Source: an optimization exercise on an open RTL-to-GDS flow (aim: small area, a short achievable clock period and few clock cycles per item). Production flows keep margins and buffers that such runs may drop. No functional check of the RTL was part of any run shown here. No activity file was given, so power comes from the tool's default toggle rates.

<file path="flow/design.v">
`timescale 1ns/1ps
module froms_winner_policy(
	input         clock,
	input         nrst,
	input         start,
	input  [15:0] mybest,
	input  [15:0] besthop,
	input  [15:0] bestvalue,
	input  [15:0] bestneighborID,
	input  [15:0] MY_NODE_ID,
	input  [15:0] epsilon_step,
	input  [15:0] mem_rdata,
	output [10:0] mem_addr,
	output [15:0] mem_wdata,
	output        mem_we,
	output [15:0] nexthop,
	output        done
);
	localparam [1:0] S_IDLE = 2'd0, S_W = 2'd1, S_C = 2'd2, S_T = 2'd3;
	function automatic [17:0] add17(input [16:0] a, input [16:0] b, input cin);
		reg [16:0] g, p;
		reg [17:0] c;
		integer i, l, j;
		begin
			g = a & b;
			p = a | b;
			for (l = 0; l < 5; l = l + 1)
				for (i = 0; i < 17; i = i + 1)
					if ((i >> l) & 1) begin
						j = ((i >> l) << l) - 1;
						g[i] = g[i] | (p[i] & g[j]);
						p[i] = p[i] & p[j];
					end
			c[0] = cin;
			for (i = 0; i < 17; i = i + 1) c[i+1] = g[i] | (p[i] & cin);
			add17 = {c[17], a ^ (b ^ c[16:0])};
		end
	endfunction
	function automatic lt17(input [16:0] a, input [16:0] b);
		reg [16:0] l, g;
		integer i, k, j;
		begin
			l = ~a & b;
			g = a & ~b;
			for (k = 0; k < 5; k = k + 1)
				for (i = 0; i < 17; i = i + 1)
					if ((i >> k) & 1) begin
						j = ((i >> k) << k) - 1;
						l[i] = l[i] | (~g[i] & l[j]);
						g[i] = g[i] | (~l[i] & g[j]);
					end
			lt17 = l[16];
		end
	endfunction
	reg [1:0]  state;
	reg        done_r;
	reg [15:0] lfsr;
	reg [15:0] nh;
	wire idle = (state == S_IDLE);
	wire go   = start & idle;
	wire [15:0] eps = mem_rdata;
	wire explore = (|eps[15:4]) | lt17({13'b0, lfsr[3:0]}, {13'b0, eps[3:0]});
	wire [17:0] eps_sum = add17({1'b0, eps}, {1'b0, ~epsilon_step}, 1'b1);
	wire [15:0] eps_new = eps_sum[15:0] & {16{eps_sum[16]}};
	wire [17:0] d_sum = add17({1'b0, mybest}, {1'b1, ~bestvalue}, 1'b1);
	wire [16:0] D = d_sum[16:0];
	wire Dneg  = D[16];
	wire Dzero = ~|D;
	wire Dpos  = ~Dneg & ~Dzero;
	wire [17:0] t66 = add17({7'b0, mybest[9:0]}, {7'b0, mybest[14:5]}, 1'b0);
	wire t66c  = t66[10];
	wire [17:0] phi_sum = add17({11'b0, mybest[15:10]}, {16'b0, mybest[15]}, t66c);
	wire [6:0] phi = phi_sum[6:0];
	wire c1 = Dpos & ((|D[15:7]) | lt17({10'b0, phi}, {10'b0, D[6:0]}));
	wire nz = |mybest[10:0];
	wire [17:0] k_sum = add17({12'b0, mybest[15:11]}, 17'b0, nz);
	wire [5:0] k = k_sum[5:0];
	wire [17:0] s7_sum = add17({10'b0, D[6:0]}, {11'b0, k}, 1'b0);
	wire [6:0] s7 = s7_sum[6:0];
	wire c3_nowrap = Dpos | (Dzero & (|mybest)) | (&D[16:6] & ~s7[6] & |s7[5:0]);
	wire c3_wrap = ~Dneg & (&D[15:5]) & (|D[4:0]);
	wire wrap = (&mybest[15:5]) & (|mybest[4:0]);
	wire c3 = wrap ? c3_wrap : c3_nowrap;
	wire take_best = c1 | (c3 & (bestneighborID != MY_NODE_ID));
	wire [15:0] exploit_hop = take_best ? besthop : 16'd301;
	wire [3:0] w = lfsr[4:1];
	wire [15:0] cnt = mem_rdata;
	wire [3:0] idx = (|cnt[15:4]) ? w : (w % cnt[3:0]);
	wire fb = ~(lfsr[15] ^ lfsr[14] ^ lfsr[12] ^ lfsr[3]);
	always @(posedge clock) begin
		if (!nrst) begin
			state  <= S_IDLE;
			done_r <= 1'b0;
			lfsr   <= 16'd5;
		end else begin
			if (go | (state == S_W))
				lfsr <= {lfsr[14:0], fb};
			case (state)
				S_IDLE: if (start) begin
					if (explore) begin
						state  <= S_W;
						done_r <= 1'b0;
					end else begin
						done_r <= 1'b1;
					end
				end
				S_W: state <= S_C;
				S_C: state <= S_T;
				S_T: begin
					state  <= S_IDLE;
					done_r <= 1'b1;
				end
			endcase
		end
	end
	always @(posedge clock) begin
		if (go)
			nh <= explore ? eps_new : exploit_hop;
		else if (state == S_C)
			nh <= {mem_rdata[15:4], idx};
		else if (state == S_T)
			nh <= mem_rdata;
	end
	assign mem_addr  = (state == S_C) ? 11'h68C :
	                   (state == S_T) ? (11'h668 + {6'b0, nh[3:0], 1'b0}) : 11'h004;
	assign mem_we    = (state == S_W);
	assign mem_wdata = nh;
	assign nexthop   = nh;
	assign done      = done_r;
endmodule
</file>
<file path="flow/flow/run.sh">
#!/bin/bash
set -euo pipefail
bash standard.sh BUFFER_PORTS_ARGS="-buffer_cell sky130_fd_sc_hd__buf_1" finish > standard.log 2>&1
</file>
<file path="flow/standard.sh">
#!/bin/bash
# synth_recipe.tcl (not shown) runs the flow's synth.tcl, then flattens the netlist and writes it again
# the make line also repeats each setting of config.mk as NAME=value (left out here)
make -C /OpenROAD-flow-scripts/flow DESIGN_CONFIG=/design/flow/config.mk WORK_HOME=/design/flow/orfs CLKGATE_MAP_FILE= SYNTH_SCRIPT=/design/flow/synth_recipe.tcl "${@:-finish}"
</file>
<file path="flow/config.mk">
export PLATFORM = sky130hd
export DESIGN_NAME = froms_winner_policy
export DESIGN_NICKNAME = froms_winner_policy
export VERILOG_FILES = /design/flow/design.v
export SDC_FILE = /design/flow/constraint.sdc
export NUM_CORES = 4
export LEC_CHECK = 0
export CAP_MARGIN = 20
export CORE_MARGIN = 2
export CORE_UTILIZATION = 40
export PLACE_DENSITY = 0.6
export SLEW_MARGIN = 20
</file>
<file path="flow/constraint.sdc">
create_clock -name core_clock -period 10.0 [get_ports {clock}]
set_input_delay 2.0000 -clock core_clock [delete_from_list [all_inputs] [get_ports {clock}]]
set_output_delay 2.0000 -clock core_clock [all_outputs]
set_load 0.01 [all_outputs]
</file>
==> results.toml, run 1 <==
[detailed_routing]
ant_nets = 0
totalWireLength_um = 14100
num_vias = 5324
firstDrtPassIters = 5
vias_per_cell = 5.39
routedWlPerCell_um = 14.3
drt_iter0_drc = 305
drcViolationCount = 0

[global_routing]
first_global_vias = 4838
grt_max_degree = 20
grt_overflow = 0
antenna_found_initial = 0
grt_pass1_wl_um = 22800
track_usage_pct = 20.3

[power]
worst_ir_drop_vdd_uv = 78.9
p_sw_share_pct = 45.3
p_comb_share_pct = 58.8
seq_power_share_pct = 25.6
cellLeakagePower_nw = 2.13
switchingPower_uw = 434
internal-power_uw = 524
p_clk_share_pct = 15.6
power_density_nw_per_um2 = 165

[setup_path]
cp-end-kind = "register"
cp_slowest_cell = "mux2_2"
critPathKind = "input pin to register"
cp_common_cell = "a21oi_1"
worstPathMaxFanout = 6
worst-path-buf-inv = 2
crit_path_start_kind = "input pin"
ff2ff_path_depth = 23
critPathTopFamily = "compound AO/OA/AOI/OAI gates"
worst-r2r-setup-slack_ns = 4.94
slowest_delay_ns = 0.39
cp.required_ns = 10.01
worstPathArrival_ns = 6.76
r2r_start = "lfsr[4]"
r2r-end = "nh[3]"

[clock_tree]
cts_setup_buffers = 0
cts.hold.buffers_added = 0
clock_latency_ns = 0.28
clockBufferDepth = 2
cts_tree = "yes"
cts_resized = 0
clkTransAtPathRegs_ns = 0.05
cts_made_buffers = 5
clock-sinks = 35
cts_htree_levels = 2
root_buffer = "clkbuf_16"

[synth]
synthSimpleGateAreaFrac_pct = 22.8
synth_edf_count = 16
synth_xor_area_share_pct = 11.7
synth.mux.area_fraction_pct = 2.45
synth_top_family_by_area = "compound AO/OA/AOI/OAI gates"
synthFlopType = "dfxtp_1"
synth_cell_types = 69
yosysWarnings = 1
synthAdderAreaFrac_pct = 11.6
ys_seq_elements = 35
ys_seq_area_share_pct = 16.9
async_flop_share_pct = 0
synth_cells = 692
avgSynthCellArea_um2 = 7.38
synth_compound_area_share_pct = 25.4
synthesis.area_um2 = 5100

[sta]
max_freq_mhz = 148
slew_headroom_pct = 35.7
whs_ns = 0.464
rsz0062_at_grt = "false"
drv_slew = 0
hold_viol = 0
worstMarginPinSlew_ns = 0.961
fin_worst_skew_ns = 0.00500
period_needed_ns = 6.75
setup-tns-final_ns = 0
finalSetupViolations = 0
fin_crit_sh_pct = 67.5

[place]
gp_congestion = 0.866
io_buffer_count = 157
hpwl_um = 11800
dpl_cell_area_um2 = 5650

[finish]
final_area_um2 = 5790
mostFrequentLayoutCells = "buf_1 (157), nand2_1 (86), inv_1 (55)"
area_growth_pct = 13.5
nNetsFinal = 959
fill_cells = 1295
final_common_cell = "buf_1"
drive_above_1_share_pct = 2.21
diodes = 0

[hold_path]
whs_path_depth = 2
hold_path_class = "register to register"
hp-start = "lfsr[6]"
hold_end = "lfsr[6]"

[floorplan]
io_pins = 160
fp.coreArea_um2 = 12500
initial_utilization_pct = 40.8
die_w_um = 117
rows = 41
die_h_um = 117
die_area_um2 = 13700

[run_status]
status = "finished clean"

[job]
cap_violations = 0
## flip-flops by register name (all words and copies together) (netlist names)
signal  count
lfsr       16
state       2
nh         16
done_r      1
## layout make-up
cell class	count	area, µm²	area share [%]
multi-input cells	561	3780	65.3
clock buffers	6	129	2.23
repair buffers	157	589	10.2
clock inverters	2	11.3	0.194
well taps	172	215	3.72
inverters	55	206	3.56
flip-flops and latches	35	861	14.9
## cell usage after synthesis, types with 5 or more instances
library cell / number / area, µm²
buf_2: 5 / 25.0
edfxtp_1: 16 / 480
nor4_1: 7 / 43.8
clkbuf_1: 12 / 45.0
nand2b_1: 29 / 181
mux2i_1: 8 / 80.1
a21boi_0: 19 / 143
a2111oi_0: 5 / 43.8
fa_1: 5 / 100
maj3_1: 19 / 190
a31oi_1: 11 / 68.8
o211ai_1: 6 / 45.0
xor2_1: 17 / 149
nand3_1: 18 / 90.1
nand4_1: 8 / 50.1
nor2b_1: 17 / 106
xnor2_1: 51 / 447
o22ai_1: 7 / 43.8
and2_1: 8 / 50.1
o21ai_1: 9 / 45.0
nand2_1: 86 / 323
a21o_1: 8 / 60.1
o21ai_0: 31 / 155
a21oi_1: 41 / 205
a211oi_1: 7 / 52.6
nor2_1: 42 / 158
ha_1: 24 / 300
buf_4: 22 / 165
inv_1: 55 / 206
dfxtp_1: 19 / 380
nor3_1: 9 / 45.0
## tightest hold or removal path, delay by kind of cell, from the launching register on
family	cells	cell delay (ns)
and+or+nand+nor	1	0.05
DFF	1	0.31
AOI/OAI and AO/OA	1	0.06
## power groups by stage
stage	clock network, mW	registers [mW]	logic, mW
floorplan	0	0.258	0.437
global placement	0	0.248	0.552
detailed placement	0	0.250	0.562
CTS	0.151	0.247	0.565
global route	0.157	0.254	0.637
finish	0.149	0.246	0.564
## cell families after synthesis
logic type	after synthesis
xor+xnor	68
other cells	1
flops	35
compound gates	191
fa+ha+maj	48
simple gates	240
mux	12
buf+inv	97
## layer usage
metal	global-route usage, %	up-vias	routed length, µm
met1	25.3	2451	6230
met4	5.02	0	202
met5	0	-	0
li1	-	2684	-
met3	1.85	18	708
met2	37.8	171	6970
## per-stage QoR
stage               setup slack, ns  cells  total power, mW  util [%]
global placement               3.23    980            0.801      45.2
global route                   2.82    988             1.05      46.3
floorplan                      3.78    693            0.695         -
detailed placement             2.99    980            0.812      45.2
CTS                            3.25    988            0.963      46.3
finish                         3.25    988            0.958      46.3
## worst max-delay path by stage
stage,startpoint,endpoint,slack (ns),depth (start not counted)
CTS,mem_rdata[0],nh[3],3.25,25
global route,mem_rdata[0],nh[3],2.82,25
detailed placement,mem_rdata[0],nh[3],2.99,25
floorplan,mem_rdata[0],nh[3],3.78,24
finish,mem_rdata[0],nh[3],3.25,25
global placement,mem_rdata[0],nh[3],3.23,25
==> inputs of run 2 (changes only) <==
--- a/flow/config.mk
+++ b/flow/config.mk
@@ -9,4 +9,5 @@
 export CORE_MARGIN = 2
 export CORE_UTILIZATION = 40
 export PLACE_DENSITY = 0.6
+export SETUP_SLACK_MARGIN = 5
 export SLEW_MARGIN = 20
==> results.toml, run 2 <==
[finish]
largestRegisters = "lfsr x16, nh x16, state x2"
diodes = 0
final_area_um2 = 6430
area_growth_pct = 25.9
fin_util_pct = 51.4
mostFrequentLayoutCells = "buf_1 (143), nand2_1 (86), inv_1 (54)"
nNetsFinal = 978
drive_above_1_share_pct = 11.9
final_common_cell = "buf_1"
fin_cells = 1007

[sta]
whs_ns = 0.467
rsz0062_at_grt = "true"
fin_crit_sh_pct = 59.6
fin_ws_ns = 4.04
hold_viol = 0
fin_worst_skew_ns = 0.00577
finalSetupViolations = 0
period_needed_ns = 5.96
max_freq_mhz = 168
setup-tns-final_ns = 0
drv_slew = 0
worstMarginPinSlew_ns = 0.995
slew_headroom_pct = 33.5

[setup_path]
slowest_delay_ns = 0.45
critPathKind = "input pin to register"
critPathCapture = "nh[8]"
worst-r2r-setup-slack_ns = 5.50
cp_num_cells = 20
crit_path_start_kind = "input pin"
critPathTopFamily = "compound AO/OA/AOI/OAI gates"
cp_common_cell = "a21oi_2"
cp_slowest_cell = "a222oi_1"
path_cells = "buf_12 -> a211oi_2 -> nor2_1 -> a222oi_1 -> o22ai_1 -> maj3_2 -> a21oi_2 -> a21oi_2 -> fa_2 -> nor2_2 -> nand2_1 -> a21oi_2 -> nor2_2 -> o31ai_2 -> a211oi_2 -> maj3_2 -> a221oi_4 -> o31ai_4 -> a31oi_4 -> a41oi_2"
worst-path-buf-inv = 1
startpoint = "mybest[8]"
r2r_start = "lfsr[4]"
r2r-end = "nh[3]"
worstPathMaxFanout = 6
ff2ff_path_depth = 22
cp-end-kind = "register"
worstPathArrival_ns = 5.98
cp.required_ns = 10.01

[floorplan]
rows = 41
fp.coreArea_um2 = 12500
die_h_um = 117
io_pins = 160
initial_utilization_pct = 40.8
die_w_um = 117
die_area_um2 = 13700

[global_routing]
gr-usage-met1_pct = 26.2
grt_max_degree = 20
met2_usage_pct = 39.6
track_usage_pct = 21.3
antenna_found_initial = 0
grt_pass1_wl_um = 23600
top_usage_layer = "met2"
met3_usage_pct = 1.85
grt_overflow = 0
first_global_vias = 5019

[place]
hpwl_um = 11700
dp.cells = 980
dpl_cell_area_um2 = 5760
dp_slack_ns = 3.34
gp_congestion = 0.821
io_buffer_count = 157

[power]
internal-power_uw = 600
switchingPower_uw = 482
cellLeakagePower_nw = 2.38
power_density_nw_per_um2 = 168
power_mw = 1.08
worst_ir_drop_vdd_uv = 86.2
p_sw_share_pct = 44.5
p_comb_share_pct = 61.5
p_clk_share_pct = 15.5
seq_power_share_pct = 23.0

[synth]
ys_seq_area_share_pct = 16.9
ys_seq_elements = 35
yosysWarnings = 1
netlist_top_cells_area = "edfxtp_1 (9.4%), xnor2_1 (8.8%), dfxtp_1 (7.5%)"
avgSynthCellArea_um2 = 7.38
synth_top_cell_area_share_pct = 9.41
synthFlopType = "dfxtp_1"
synth_most_common_cell = "nand2_1"
yosys.area.top_type = "edfxtp_1"
synth_cells = 692
synth_edf_count = 16
synthesis.area_um2 = 5100
async_flop_share_pct = 0
synth_cell_types = 69
ys_top_cells_by_count = "nand2_1 (86), inv_1 (55), xnor2_1 (51)"

[hold_path]
hold_path_class = "register to register"

[clock_tree]
cts_tree = "yes"
clock-sinks = 35
clkTransAtPathRegs_ns = 0.06
root_buffer = "clkbuf_16"
cts_htree_levels = 2
clockBufferDepth = 2
cts_made_buffers = 5
clock_latency_ns = 0.29

[job]
cap_violations = 0

[detailed_routing]
drt_iter0_drc = 264
drcViolationCount = 0
ant_nets = 0
totalWireLength_um = 14900
firstDrtPassIters = 5
num_vias = 5470
vias_per_cell = 5.43
routedWlPerCell_um = 14.8

[run_status]
status = "finished clean"
run 2: cell counts after synthesis:
Identical to the previous run, type by type.
run 2: what timing repair did:
item	in CTS	in global routing
gates resized for setup	67	24
setup endpoints to repair	16	16
pin swaps	37	26
hold buffers	0	0
hold endpoints to repair	0	0
gates cloned	1	0
buffers inserted	14	4
run 2: power groups by stage:
| stage | logic, mW | registers (mW) | clock network, mW |
|---|---|---|---|
| final | 0.665 | 0.248 | 0.168 |
| after global routing | 0.744 | 0.257 | 0.175 |
| after CTS | 0.641 | 0.249 | 0.169 |
| after floorplan | 0.463 | 0.259 | 0 |
| after global placement | 0.577 | 0.248 | 0 |
| after detailed placement | 0.590 | 0.251 | 0 |
run 2: final cells by class:
cell class,instances,area (µm²)
flip-flops and latches,35,861
fillers,1238,6090
well taps,172,215
clock inverters,2,13.8
repair buffers,175,883
inverters,55,211
clock buffers,6,150
multi-input cells,562,4090
run 2: how the worst min path moves through the flow:
stage	start	endpoint	slack, ns	cells past startpoint
finish	lfsr[8]	lfsr[8]	0.47	2
global route	lfsr[5]	lfsr[6]	0.48	2
CTS	lfsr[5]	lfsr[6]	0.47	2
detailed placement	lfsr[7]	lfsr[7]	0.46	2
global placement	lfsr[5]	lfsr[5]	0.45	2
floorplan	lfsr[10]	lfsr[10]	0.44	2
run 2: cells by family after synthesis:
group | Yosys count | synth area share, %
flops | 35 | 16.9
fa+ha+maj | 48 | 11.6
simple gates | 240 | 22.8
mux | 12 | 2.45
compound gates | 191 | 25.4
buf+inv | 97 | 9.17
xor+xnor | 68 | 11.7
other cells | 1 | 0.0735
run 2: per-layer routing:
metal | vias to the layer above | share of wire [%]
met1 | 2541 | 44
met3 | 14 | 5.6
met4 | 0 | 1.4
met5 | - | 0
met2 | 185 | 49
li1 | 2730 | -
run 2: worst register-to-register path: cells and delay by family, from the launching register on:
family / cells / cell delay, ns
flip-flops: 1 / 0.48
multiplexers: 2 / 0.48
AO/OA/AOI/OAI: 12 / 1.79
adder cells (fa/ha/maj): 4 / 1.09
AND/OR/NAND/NOR: 4 / 0.43

[port drivers added, routing unchanged]
How much do the figures lean on ideal ports? The routed layouts below were timed once more, with nothing changed but the port constraints. Step 1: set_driving_cell puts a clkbuf_16 on clock and a buf_2 on each other input, an assumption about the parent block. Step 2 moves the port delays by t, midway between the first and last clock arrival at a register: inputs arrive t later, outputs are due t later. That takes back most of the time a late clock gives input paths. Three values: no drivers, after step 1, after step 2; two values: the first two.
| run | shift t [ns] | slack for setup (ns) | worst setup path at the end | worst register clock-pin slew, ns | worst slew at a driven data input, ns |
|---|---|---|---|---|---|
| run 1 | 0.315 | 3.251 / 3.256 / 2.942 | input to register | 0.06 / 0.06 | 0.05 |
| run 2 | 0.320 | 4.037 / 4.025 / 3.706 | input to register | 0.06 / 0.06 | 0.06 |
After both steps setup and hold are still met in every run listed. For run 2, which loses most, drivers alone change the setup slack by -0.012 ns; drivers and shift together by -0.331 ns.
